What follows belongs to an exercise in optimizing a design on an open flow for small area; a production flow would make more cautious choices. Only simulation tests tie the RTL to the original design; equivalence was not proved. The clock input has no modelled driver; a real chip could not lean on it and would need a root buffer or a full tree. No activity file was given, so power comes from the tool's default toggle rates.

## job 5263
Design top, start of the top module:
module top (
    input wire clk,
    input wire rst,
    input wire rx,
    input wire btn1,
    input wire btn2,
    output wire tx,
    output wire [5:0] led
);
  wire tick, armed;
  uart_keypad u_tb (.clk(clk), .rst(rst), .tick(tick), .armed(armed));
  wire p1, p2;
  edge_det u_ed1 (.clk(clk), .btn_in(btn1), .armed(armed), .press(p1));
  edge_det u_ed2 (.clk(clk), .btn_in(btn2), .armed(armed), .press(p2));
  wire k_up, k_down;
  uart_rx u_rx (.clk(clk), .rst(rst), .din(rx), .tick(tick), .up(k_up), .down(k_down));
  wire b1 = p1 | k_up;
  wire b2 = p2 | k_down;
  wire press_any = b1 | b2;
  reg  [5:0] cnt;
  wire [5:0] cnt_nx = b1 ? cnt + 6'd1 : b2 ? cnt - 6'd1 : cnt;
  reg       busy, de, sn, pending, adv;
  reg [3:0] cur;
  reg [5:0] lat;
  wire re, rd;
  wire [3:0] nxt1;
  assign nxt1[0] = (cur[1] & cur[0]) | (cur[3] & cur[2]);
  assign nxt1[1] = (cur[2]) | (cur[1] & ~cur[0]);
  assign nxt1[2] = (~cur[1] & ~cur[0]) | (cur[3] & ~cur[0]);
  assign nxt1[3] = (cur[0]) | (~cur[2] & cur[1]) | (cur[3] & cur[1]);
  wire is_tens = (cur[2] & cur[0]);
  wire is_units = (~cur[2] & cur[1] & cur[0]);
  wire is_last_a = (~cur[1] & cur[0]);
  wire is_last_n = (cur[3] & ~cur[1] & ~cur[0]);
  wire [3:0] nxt = adv ? nxt1 : cur;
  wire last = adv ? is_last_a : is_last_n;
  wire start   = press_any & ~busy;
  wire de_proc = ~press_any & busy & ~re & de;
  wire sn_proc = ~press_any & busy & ~re & ~de & sn;
  wire restart = de_proc & last & pending;
  wire finish  = de_proc & last & ~pending;
  wire adv_set = start | (de_proc & (~last | pending));
  always @(posedge clk) begin
    busy    <= ~rst & (start | (busy & ~finish));
    pending <= ~start & ~restart & (pending | (press_any & busy));
    de      <= ~start & ((~press_any & busy & re) | (de & ~de_proc));
    sn      <= ~start & ((de_proc & ~finish) | (sn & ~de_proc & ~sn_proc));
    if (start | restart) lat <= cnt_nx;
  end
  always @(posedge clk) cnt <= rst ? 6'd0 : cnt_nx;
  always @(posedge clk) adv <= adv_set | (adv & ~rd);
  always @(posedge clk) begin
    if (press_any & ~busy) cur <= 4'd8;
    else if (rd) cur <= nxt;
  end
  wire [2:0] tens  = lat / 6'd10;
  wire [3:0] units = lat % 6'd10;
  wire [7:0] chr;
  ...
Settings: LEC_CHECK=0, ABC_AREA=1, CAP_MARGIN=20, CORE_MARGIN=2, CORE_UTILIZATION=60, GPL_TIMING_DRIVEN=0, SLEW_MARGIN=20; clock period 37.0 ns.
standard.sh (not shown) runs the stock make flow with config.mk's settings and CLKGATE_MAP_FILE= SYNTH_SCRIPT=/design/flow/synth_recipe.tcl, a recipe that flattens the netlist after the stock synthesis.
==> flow/flow/run.sh <==
#!/bin/bash
# Standard ORFS layout with three changes:
#  - synthesis maps the logic with an area-oriented ABC script instead of
#    ORFS's abc_area.script: each flow/*.script is tried and the one giving
#    the smallest netlist is used (the registers are the same for all);
#  - a one-level clock tree built by flow/cts_hook.tcl instead of TritonCTS;
#  - the smallest buffer on the ports.
set -euo pipefail
W=$(pwd)
best=""
best_area=""
for s in "$W"/flow/*.script; do
  n=$(basename "$s" .script)
  rm -rf "$W/scripts_$n" "$W/trial_$n"
  cp -r "$FLOW_HOME/scripts" "$W/scripts_$n"
  cp "$s" "$W/scripts_$n/abc_area.script"
  if bash standard.sh WORK_HOME="$W/trial_$n" SCRIPTS_DIR="$W/scripts_$n" synth > "$W/trial_$n.log" 2>&1; then
    a=$(awk '/Chip area for module/ {print $NF}' "$W"/trial_$n/reports/*/top/base/synth_stat.txt)
    echo "$n $a" >> "$W/trials.txt"
    if [[ -z "$best_area" ]] || awk -v a="$a" -v b="$best_area" 'BEGIN { exit !(a < b) }'; then
      best=$n
      best_area=$a
    fi
  fi
  rm -rf "$W/trial_$n"
done
echo "using $best $best_area" >> "$W/trials.txt"
bash standard.sh SCRIPTS_DIR="$W/scripts_$best" synth > "$W/synth.log" 2>&1
export PRE_CTS_TCL="$W/flow/cts_hook.tcl"
export CLK_NBUF=4
export CLK_BUFCELL=sky130_fd_sc_hd__clkbuf_8
export CLK_BUFCELL_BIG=sky130_fd_sc_hd__clkbuf_16
export CLK_SLEW_UP=0.122
export BUFFER_PORTS_ARGS="-buffer_cell sky130_fd_sc_hd__buf_1"
bash standard.sh > "$W/layout.log" 2>&1
==> flow/flow/cts_hook.tcl <==
# Sourced before clock tree synthesis (PRE_CTS_TCL). Replaces TritonCTS's
# H-tree, which for a design this small puts nine large buffers on the
# clock, with a one-level tree: CLK_NBUF buffers of type CLK_BUFCELL, each
# driving the flip-flops of one slice of the die, fed from the clock port.
rename clock_tree_synthesis __tritoncts
proc clock_tree_synthesis { args } {
  set nbuf $::env(CLK_NBUF)
  set cell $::env(CLK_BUFCELL)
  set db [ord::get_db]
  set block [ord::get_db_block]
  set master [$db findMaster $cell]
  set clk_name [get_full_name [lindex [get_property [lindex [all_clocks] 0] sources] 0]]
  set clknet [$block findNet $clk_name]
  set sinks {}
  foreach it [$clknet getITerms] {
    set loc [[$it getInst] getLocation]
    lappend sinks [list [lindex $loc 0] [lindex $loc 1] $it]
  }
  set n [llength $sinks]
  puts "custom clock tree: $n sinks, $nbuf x $cell"
  # k-means on the sink locations, seeded from slices along x
  set sinks [lsort -integer -index 0 $sinks]
  set cx {}
  set cy {}
  for { set b 0 } { $b < $nbuf } { incr b } {
    set s [lindex $sinks [expr { ($n * (2 * $b + 1)) / (2 * $nbuf) }]]
    lappend cx [lindex $s 0]
    lappend cy [lindex $s 1]
  }
  # balanced k-means: each buffer takes at most ceil(n / nbuf) sinks
  set cap [expr { ($n + $nbuf - 1) / $nbuf }]
  for { set iter 0 } { $iter < 20 } { incr iter } {
    set pairs {}
    set i 0
    foreach s $sinks {
      for { set b 0 } { $b < $nbuf } { incr b } {
        set d [expr { abs([lindex $s 0] - [lindex $cx $b]) + abs([lindex $s 1] - [lindex $cy $b]) }]
        lappend pairs [list $d $i $b]
      }
      incr i
    }
    set pairs [lsort -integer -index 0 $pairs]
    set assign [lrepeat $n -1]
    set load [lrepeat $nbuf 0]
    foreach p $pairs {
      set i [lindex $p 1]
      set b [lindex $p 2]
      if { [lindex $assign $i] < 0 && [lindex $load $b] < $cap } {
        lset assign $i $b
        lset load $b [expr { [lindex $load $b] + 1 }]
      }
    }
    set ncx {}
    set ncy {}
    for { set b 0 } { $b < $nbuf } { incr b } {
      set sx 0
      set sy 0
      set k 0
      foreach s $sinks a $assign {
        if { $a == $b } {
          set sx [expr { $sx + [lindex $s 0] }]
          set sy [expr { $sy + [lindex $s 1] }]
          incr k
        }
      }
      if { $k > 0 } {
        lappend ncx [expr { $sx / $k }]
        lappend ncy [expr { $sy / $k }]
      } else {
        lappend ncx [lindex $cx $b]
        lappend ncy [lindex $cy $b]
      }
    }
    set cx $ncx
    set cy $ncy
  }
  for { set b 0 } { $b < $nbuf } { incr b } {
    set inst [odb::dbInst_create $block $master "clkbuf_custom_$b"]
    $inst setLocation [lindex $cx $b] [lindex $cy $b]
    $inst setPlacementStatus PLACED
    set net [odb::dbNet_create $block "clknet_custom_$b"]
    $net setSigType CLOCK
    [$inst findITerm A] connect $clknet
    [$inst findITerm X] connect $net
    foreach s $sinks a $assign {
      if { $a == $b } {
        set it [lindex $s 2]
        $it disconnect
        $it connect $net
      }
    }
  }
  set_propagated_clock [all_clocks]
  # A buffer whose output slew comes out high at this placement is swapped
  # for the next larger one.
  estimate_parasitics -placement
  set big [$db findMaster $::env(CLK_BUFCELL_BIG)]
  for { set b 0 } { $b < $nbuf } { incr b } {
    set s [get_property [get_pins clkbuf_custom_$b/X] slew_max]
    puts "clkbuf_custom_$b output slew $s"
    if { $s > $::env(CLK_SLEW_UP) } {
      [$block findInst clkbuf_custom_$b] swapMaster $big
      puts "  swapped to $::env(CLK_BUFCELL_BIG)"
    }
  }
}
Other scripts of this flow, unchanged in this note and not shown: flow/flow/amap.script, flow/flow/b2.script, flow/flow/b6.script, flow/flow/c2.script, flow/flow/c4.script, flow/flow/d5.script, flow/flow/d6.script
Input-level comparison between job 6590 and job 5263:
# job 5263
export LEC_CHECK = 0
export ABC_AREA = 1
export CAP_MARGIN = 20
export CORE_MARGIN = 2
export CORE_UTILIZATION = 60
export GPL_TIMING_DRIVEN = 0
export SLEW_MARGIN = 20
create_clock -name core_clock -period 37.0 [get_ports {clk}]
# job 6590
export LEC_CHECK = 0
export ABC_AREA = 1
export CAP_MARGIN = 0
export CORE_MARGIN = 2
export CORE_UTILIZATION = 60
export SLEW_MARGIN = 0
create_clock -name core_clock -period 37.0 [get_ports {clk}]
Notes after the runs:
On clock period minus final worst setup slack, job 6590 does worse than job 5263.
Diff job 5263..job 6590 | cell area after layout | negligible
First-iteration detailed-routing DRC count: job 6590 better than job 5263
On post-route core utilization, job 5263 and job 6590 are neck and neck.
When job 6590 is set beside job 5263, its critical path arrival turns out to be 0.03 ns larger.
Job 6590 against job 5263: clock group share of total power shows no meaningful change; total cell area at the placement stage shows no meaningful change; final critical-path share of the clock period shows no meaningful change; wire length shows a reduction of 1.0%.
Job 5263 → job 6590: switching part of the total power barely changed, power density of the placed cells now sits at about the same level.
Changes in job 4132 relative to job 6590:
# job 6590
export LEC_CHECK = 0
export ABC_AREA = 1
export CAP_MARGIN = 0
export CORE_MARGIN = 2
export CORE_UTILIZATION = 60
export SLEW_MARGIN = 0
create_clock -name core_clock -period 37.0 [get_ports {clk}]
# job 4132
export LEC_CHECK = 0
export ABC_AREA = 1
export CAP_MARGIN = 20
export CORE_MARGIN = 2
export CORE_UTILIZATION = 60
export GPL_ROUTABILITY_DRIVEN = 0
export GPL_TIMING_DRIVEN = 0
export SLEW_MARGIN = 20
create_clock -name core_clock -period 37.0 [get_ports {clk}]
### Flow results
In the tables for job 6590 and job 4132, power in combinational cells reads higher with job 6590.
Job 4132 completed end to end with timing, DRC and antenna clean.
Compared job 6590 against job 4132; logic gate share of total power within noise.
Area overhead of the layout relative to synthesis across job 6590 and job 4132: no real change.
Diff job 6590..job 4132 | number of combinational gates with multiple inputs | unchanged
Between job 6590 and job 4132, the difference in final clock skew is negligible.
Job 6590 → job 4132: number of nets in the final layout closely matched the old numbers; reported leakage power closely matched the old numbers; maximum single-stage delay on the critical path increased by 0.02 ns relative to the old numbers; total wirelength of the detailed-routed design increased by 60 um relative to the old numbers; hold slack closely matched the old numbers.
The following lists how job 9000 was set up differently from job 4132:
# job 4132
export LEC_CHECK = 0
export ABC_AREA = 1
export CAP_MARGIN = 20
export CORE_MARGIN = 2
export CORE_UTILIZATION = 60
export GPL_ROUTABILITY_DRIVEN = 0
export GPL_TIMING_DRIVEN = 0
export SLEW_MARGIN = 20
create_clock -name core_clock -period 37.0 [get_ports {clk}]
# job 9000
export LEC_CHECK = 0
export ABC_AREA = 1
export CAP_MARGIN = 20
export CORE_MARGIN = 2
export CORE_UTILIZATION = 60
export SLEW_MARGIN = 20
create_clock -name core_clock -period 37.0 [get_ports {clk}]
-- flow/flow/run.sh --
<<< job 4132, line 31
export CLK_BUFCELL=sky130_fd_sc_hd__clkbuf_8
export CLK_BUFCELL_BIG=sky130_fd_sc_hd__clkbuf_16
export CLK_SLEW_UP=0.122
export BUFFER_PORTS_ARGS="-buffer_cell sky130_fd_sc_hd__buf_1"
bash standard.sh > "$W/layout.log" 2>&1
>>> job 9000, line 31
export CLK_BUFCELL=sky130_fd_sc_hd__clkbuf_8
export CLK_BUFCELL_BIG=sky130_fd_sc_hd__clkbuf_16
export CLK_SLEW_UP=0.125
export BUFFER_PORTS_ARGS="-buffer_cell sky130_fd_sc_hd__buf_1"
bash standard.sh > "$W/layout.log" 2>&1
-- flow/flow/cts_hook.tcl --
<<< job 4132, line 28
    lappend cy [lindex $s 1]
  }
  # balanced k-means: each buffer takes at most ceil(n / nbuf) sinks
  set cap [expr { ($n + $nbuf - 1) / $nbuf }]
  for { set iter 0 } { $iter < 20 } { incr iter } {
    set pairs {}
    set i 0
    foreach s $sinks {
      for { set b 0 } { $b < $nbuf } { incr b } {
        set d [expr { abs([lindex $s 0] - [lindex $cx $b]) + abs([lindex $s 1] - [lindex $cy $b]) }]
        lappend pairs [list $d $i $b]
      }
      incr i
    }
    set pairs [lsort -integer -index 0 $pairs]
    set assign [lrepeat $n -1]
    set load [lrepeat $nbuf 0]
    foreach p $pairs {
      set i [lindex $p 1]
      set b [lindex $p 2]
      if { [lindex $assign $i] < 0 && [lindex $load $b] < $cap } {
        lset assign $i $b
        lset load $b [expr { [lindex $load $b] + 1 }]
      }
    }
    set ncx {}
>>> job 9000, line 28
    lappend cy [lindex $s 1]
  }
  for { set iter 0 } { $iter < 20 } { incr iter } {
    set assign {}
    foreach s $sinks {
      set best 0
      set bd -1
      for { set b 0 } { $b < $nbuf } { incr b } {
        set dx [expr { [lindex $s 0] - [lindex $cx $b] }]
        set dy [expr { [lindex $s 1] - [lindex $cy $b] }]
        set d [expr { abs($dx) + abs($dy) }]
        if { $bd < 0 || $d < $bd } {
          set bd $d
          set best $b
        }
      }
      lappend assign $best
    }
    set ncx {}
Notes after the runs:
| number of logic stages on the critical path including buffering | job 4132 vs job 9000 | ≈ equal |. Delta (job 9000 minus job 4132): final HPWL from detailed placement has decreased, final cell count neither gained nor lost much, transition time at the pin with the least slew margin has remained practically unchanged.
No run of this note takes its clock network from TritonCTS; it comes from the design's own scripts or RTL.

==> what the ideal ports hide <==
In the flow no input, the clock included, has a driving cell. The finished layouts below were timed again as built, in two steps. Step 1, drivers: a clkbuf_16 drives clk and a buf_2 each remaining input, both assumed. Step 2, shift: input delay + t, output delay - t, t = (earliest + latest rising clock arrival at the registers) / 2. This alone moves slack from input paths to output paths. Slacks: ideal ports / drivers / drivers and shift; pairs: ideal ports / drivers.
run | t (ns) | setup WS [ns] | hold WS [ns] | worst data-port slew with drivers (ns) | pins driven straight from the clock port
job 5263 | 0.224 | 26.233 / 26.172 / 26.396 | 0.335 / 0.335 / 0.335 | 0.03 | 4
job 6590 | 0.223 | 26.196 / 26.136 / 26.359 | 0.336 / 0.336 / 0.336 | 0.04 | 4
job 4132 | 0.224 | 26.233 / 26.172 / 26.396 | 0.335 / 0.335 / 0.335 | 0.03 | 4
job 9000 | 0.218 | 26.258 / 26.193 / 26.412 | 0.332 / 0.332 / 0.332 | 0.04 | 4
After both steps setup and hold are still met in every run listed.
